Context: an optimization exercise on an open-source flow, tuned for small area. The choices shown serve that exercise and are no tape-out recipe. The RTL was checked by simulation tests, not by an equivalence proof against the original design. The flow treats the clock pin as an ideal source. Dropping or thinning the clock tree relies on that and would not hold on a real chip.

v6:
==> flow/design.v <==
module top(
  input clk,
  input rst_n,
  input din_rx,
  output dout_tx_s1,
  output dout_tx_s2,
  output [31:0] addr_tx_s1,
  output [31:0] addr_tx_s2
    );
  reg [3:0] rp;
  reg [5:0] rc1;
  wire r_idle = rp[3] & ~rp[2] & rp[1];                      
  wire r_stop = rp[3] & rp[1] & ~rp[0];                      
  wire r_data = ~rp[1] | (~rp[2] & ~rp[0]) | (~rp[3] & rp[0]);
  wire r_bit0 = rp[3] & rp[2];                               
  wire r_bit1 = rp[3] & rp[0];                               
  wire rc1_51 = ~rc1[5] & ~rc1[4] & ~rc1[3] & ~rc1[2];       
  wire strobe = r_data & rc1_51;                             
  wire rx_done = r_stop & din_rx & rc1_51;                   
  always @(posedge clk) begin
    if (!rst_n | rx_done)
      rp <= 4'd11;
    else if (r_idle ? !din_rx : (rc1_51 & ~r_stop))
      rp <= {rp[2:0], rp[3] ^ rp[0]};
  end
  always @(posedge clk) begin
    if (r_idle)
      rc1 <= 6'd27;
    else if (rc1_51) begin
      if (!r_stop) rc1 <= 6'd5;
    end else if (!r_stop | din_rx)
      rc1 <= {rc1[4:0], rc1[5] ^ rc1[4]};
  end
  reg [3:0] k;
  reg [1:0] sel;        
  reg pw;               
  reg pw_seen;          
  reg [15:0] wd;        
  reg [31:0] wan;       
  reg [1:0] b;
  reg [3:0] p;
  reg [5:0] c;
  reg [1:0] gn;         
  wire idle  = b[1] & ~b[0];
  wire byte0 = ~b[1] & ~b[0];
  wire byte1 = ~b[1] & b[0];
  wire byte2 = b[1] & b[0];
  wire p_wait = ~p[3] & p[2];                   
  wire p_stop = ~p[3] & ~p[1] & p[0];           
  wire c50 = ~c[5] & c[4] & ~c[3] & c[2] & ~c[1] & ~c[0];
  wire c_m2 = ~c[4] & c[3] & ~c[2] & ~c[1] & ~c[0];
  wire c_m1 = ~c[5] & ~c[3] & ~c[2] & ~c[1] & ~c[0];
  wire release_parser = byte1 & p_wait & c_m1;
  wire k_wait = k[2] & ~k[1] & k[0];            
  wire k_last = k[2] & k[1] & ~k[0];            
  wire start = rx_done & k_last & (pw | pw_seen);
  always @(posedge clk) begin
    if (!rst_n) begin
      k <= 4'd12;
      pw_seen <= 0;
    end else begin
      if (k_wait) begin
        if (release_parser) k <= 4'd12;
      end else if (rx_done)
        k <= {k[2:0], k[3] ^ k[0]};
      if (rx_done & k_last)
        pw_seen <= pw_seen | pw;
    end
  end
  always @(posedge clk) begin
    if (strobe & k[3] & k[2] & ~k[1]) begin      
      if (r_bit0) sel[0] <= din_rx;
      if (r_bit1) sel[1] <= din_rx;
    end
    if (strobe & k[3] & ~k[2] & k[0] & r_bit0)    
      pw <= din_rx;
  end
  wire wd_rx  = strobe & pw & ~k[3] & ~k[0];         
  wire wd_tx  = c50 & p[3] & ~b[1];
  always @(posedge clk) begin
    if (wd_rx | wd_tx)
      wd <= {wd_rx ? din_rx : wd[0], wd[15:1]};
    if (strobe & pw & k[1] & (k[0] | k[2]))           
      wan <= {~din_rx, wan[31:1]};
  end
  always @(posedge clk) begin
    if (start) begin
      p <= 4'd7;
      c <= 6'd6;
    end else if (c50) begin
      if (p_stop) begin
        p <= 4'd7;
        c <= 6'd4;
      end else begin
        p <= p + 4'd1;
        c <= 6'd32;
      end
    end else
      c <= {c[4:0], c[5] ^ c[0]};
  end
  always @(posedge clk) begin
    if (!rst_n)
      b <= 2'b10;
    else if (start)
      b <= 2'b00;
    else if (~idle & c50 & p_stop)
      b <= {b[0], ~b[1]};      
  end
  always @(posedge clk) begin
    if (!rst_n)
      gn <= 2'b11;
    else if (p_wait & c_m2) begin
      if (byte0) gn <= ~{sel == 2'b01, sel == 2'b10};
      else if (byte2) gn <= 2'b11;
    end
  end
  reg tx1, tx2;
  always @(posedge clk) begin
    if (!rst_n) begin
      tx1 <= 0;
      tx2 <= 0;
    end else if (idle | p_stop) begin
      tx1 <= 1;
      tx2 <= 1;
    end else if (c50) begin
      if (p_wait) begin
        tx1 <= 0;
        tx2 <= 0;
      end else if (p[3]) begin
        tx1 <= ~gn[0] & wd[0];
        tx2 <= ~gn[1] & wd[0];
      end
    end
  end
  assign dout_tx_s1 = tx1;
  assign dout_tx_s2 = tx2;
  wire [31:0] an = {wan[7:0], wan[15:8], wan[23:16], wan[31:24]};
  assign addr_tx_s1 = ~(an | {32{gn[0]}});
  assign addr_tx_s2 = ~(an | {32{gn[1]}});
endmodule
==> flow/config.mk <==
export PLATFORM = sky130hd
export DESIGN_NAME = top
export DESIGN_NICKNAME = top
export VERILOG_FILES = /design/flow/design.v
export SDC_FILE = /design/flow/constraint.sdc
export NUM_CORES = 4
export LEC_CHECK = 0
export CAP_MARGIN = 0
export CORE_MARGIN = 2
export CORE_UTILIZATION = 70
export PLACE_DENSITY = 0.9
export SLEW_MARGIN = 0
==> flow/constraint.sdc <==
create_clock -name core_clock -period 5.0 [get_ports {clk}]
set_input_delay 1.0000 -clock core_clock [delete_from_list [all_inputs] [get_ports {clk}]]
set_output_delay 1.0000 -clock core_clock [all_outputs]
set_load 0.01 [all_outputs]
standard.sh (not shown) runs the stock make flow with config.mk's settings and CLKGATE_MAP_FILE= SYNTH_SCRIPT=/design/flow/synth_recipe.tcl, a recipe that flattens the netlist after the stock synthesis.
==> flow/flow/run.sh <==
#!/bin/bash
# The standard layout (standard.sh, standard synthesis) with three
# changes: the port buffers are the smallest buffer cell, the clock tree is a
# single level of buffers built by flow/cts_pre.tcl, and after the clock tree
# cells with spare slack are shrunk (flow/cts_post.tcl).
set -euo pipefail
F=$(pwd)/flow
bash standard.sh synth > synth.log 2>&1
MY_CTS_NBUF=3 MY_CTS_CELL=sky130_fd_sc_hd__clkbuf_16 bash standard.sh \
  "BUFFER_PORTS_ARGS=-buffer_cell sky130_fd_sc_hd__buf_1" \
  "PRE_CTS_TCL=$F/cts_pre.tcl" \
  "POST_CTS_TCL=$F/cts_post.tcl" \
  finish > layout.log 2>&1
Other scripts of this flow, unchanged in this note and not shown: flow/flow/cts_post.tcl, flow/flow/cts_pre.tcl
For v7, these inputs were changed with respect to v6:
--- a/flow/design.v
+++ b/flow/design.v
@@ -47,9 +47,9 @@
   wire byte2 = b[1] & b[0];
   wire p_wait = ~p[3] & p[2];                   
   wire p_stop = ~p[3] & ~p[1] & p[0];           
-  wire c50 = ~c[5] & c[4] & ~c[3] & c[2] & ~c[1] & ~c[0];
-  wire c_m2 = ~c[4] & c[3] & ~c[2] & ~c[1] & ~c[0];
-  wire c_m1 = ~c[5] & ~c[3] & ~c[2] & ~c[1] & ~c[0];
+  wire c50 = c[5] & ~c[4] & c[3] & ~c[2] & c[1];
+  wire c_m2 = ~c[4] & ~c[3] & ~c[2] & ~c[1] & ~c[0];
+  wire c_m1 = ~c[5] & ~c[4] & ~c[3] & ~c[2] & ~c[1];
   wire release_parser = byte1 & p_wait & c_m1;
   wire k_wait = k[2] & ~k[1] & k[0];            
   wire k_last = k[2] & k[1] & ~k[0];            
@@ -86,17 +86,17 @@
   always @(posedge clk) begin
     if (start) begin
       p <= 4'd7;
-      c <= 6'd6;
+      c <= 6'd47;
     end else if (c50) begin
       if (p_stop) begin
         p <= 4'd7;
-        c <= 6'd4;
+        c <= 6'd48;
       end else begin
         p <= p + 4'd1;
-        c <= 6'd32;
+        c <= 6'd2;
       end
     end else
-      c <= {c[4:0], c[5] ^ c[0]};
+      c <= {c[4:0], c[5] ^ c[4]};
   end
   always @(posedge clk) begin
     if (!rst_n)
Of the two values seen for termination of the worst setup path, wan[31]$_DFFE_PP_ was produced by v6 and b[1]$_SDFFE_PN1P_ by v7.
From v6 to v7 the numbers moved as follows: utilization ~0 delta, multi-input logic cell count increased by 15 relative to the old numbers, area share of fa/ha/maj cells after synthesis grew by 0.71 points, die area grew by 55 um^2, sequential share of layout area now sits lower.
Compared with v6, v7 shows a number of cells in the finished layout apart from fillers that is 13 higher.
input pin to flip-flop as the critical path class was reported by v7, and flip-flop to flip-flop by v6.
v7 vs. v6: largest stage delay on the critical path now sits at about the same level, area fraction in and, or, nand and nor cells after synthesis now sits higher.
Summary of the comparison: critical path buffer and inverter count is lower in v7, relative to v6.
In every run of this note, the design's own scripts or RTL, not TritonCTS, make the clock network.

## separate check: timing with driven ports
Ports are ideal in the flow. The routed layouts listed here were re-timed in OpenROAD.
Step 1: set_driving_cell puts a clkbuf_16 on clk and a buf_2 on each other input, an assumption about the parent block.
Step 2 moves the port delays by t, midway between the first and last clock arrival at a register: inputs arrive t later, outputs are due t later. That takes back most of the time a late clock gives input paths.
Slacks: ideal / step 1 / step 2; pairs: ideal / step 1.
| run | t (ns) | setup WS [ns] | worst setup path after step 2 |
|---|---|---|---|
| v6 | 0.216 | 1.825 / 1.825 / 1.825 | register to register |
| v7 | 0.217 | 2.313 / 2.339 / 2.135 | input to register |
After both steps every run listed still meets setup and hold. The setup slack of v7, which loses most, moves by +0.026 ns with the drivers and by -0.178 ns with both steps.
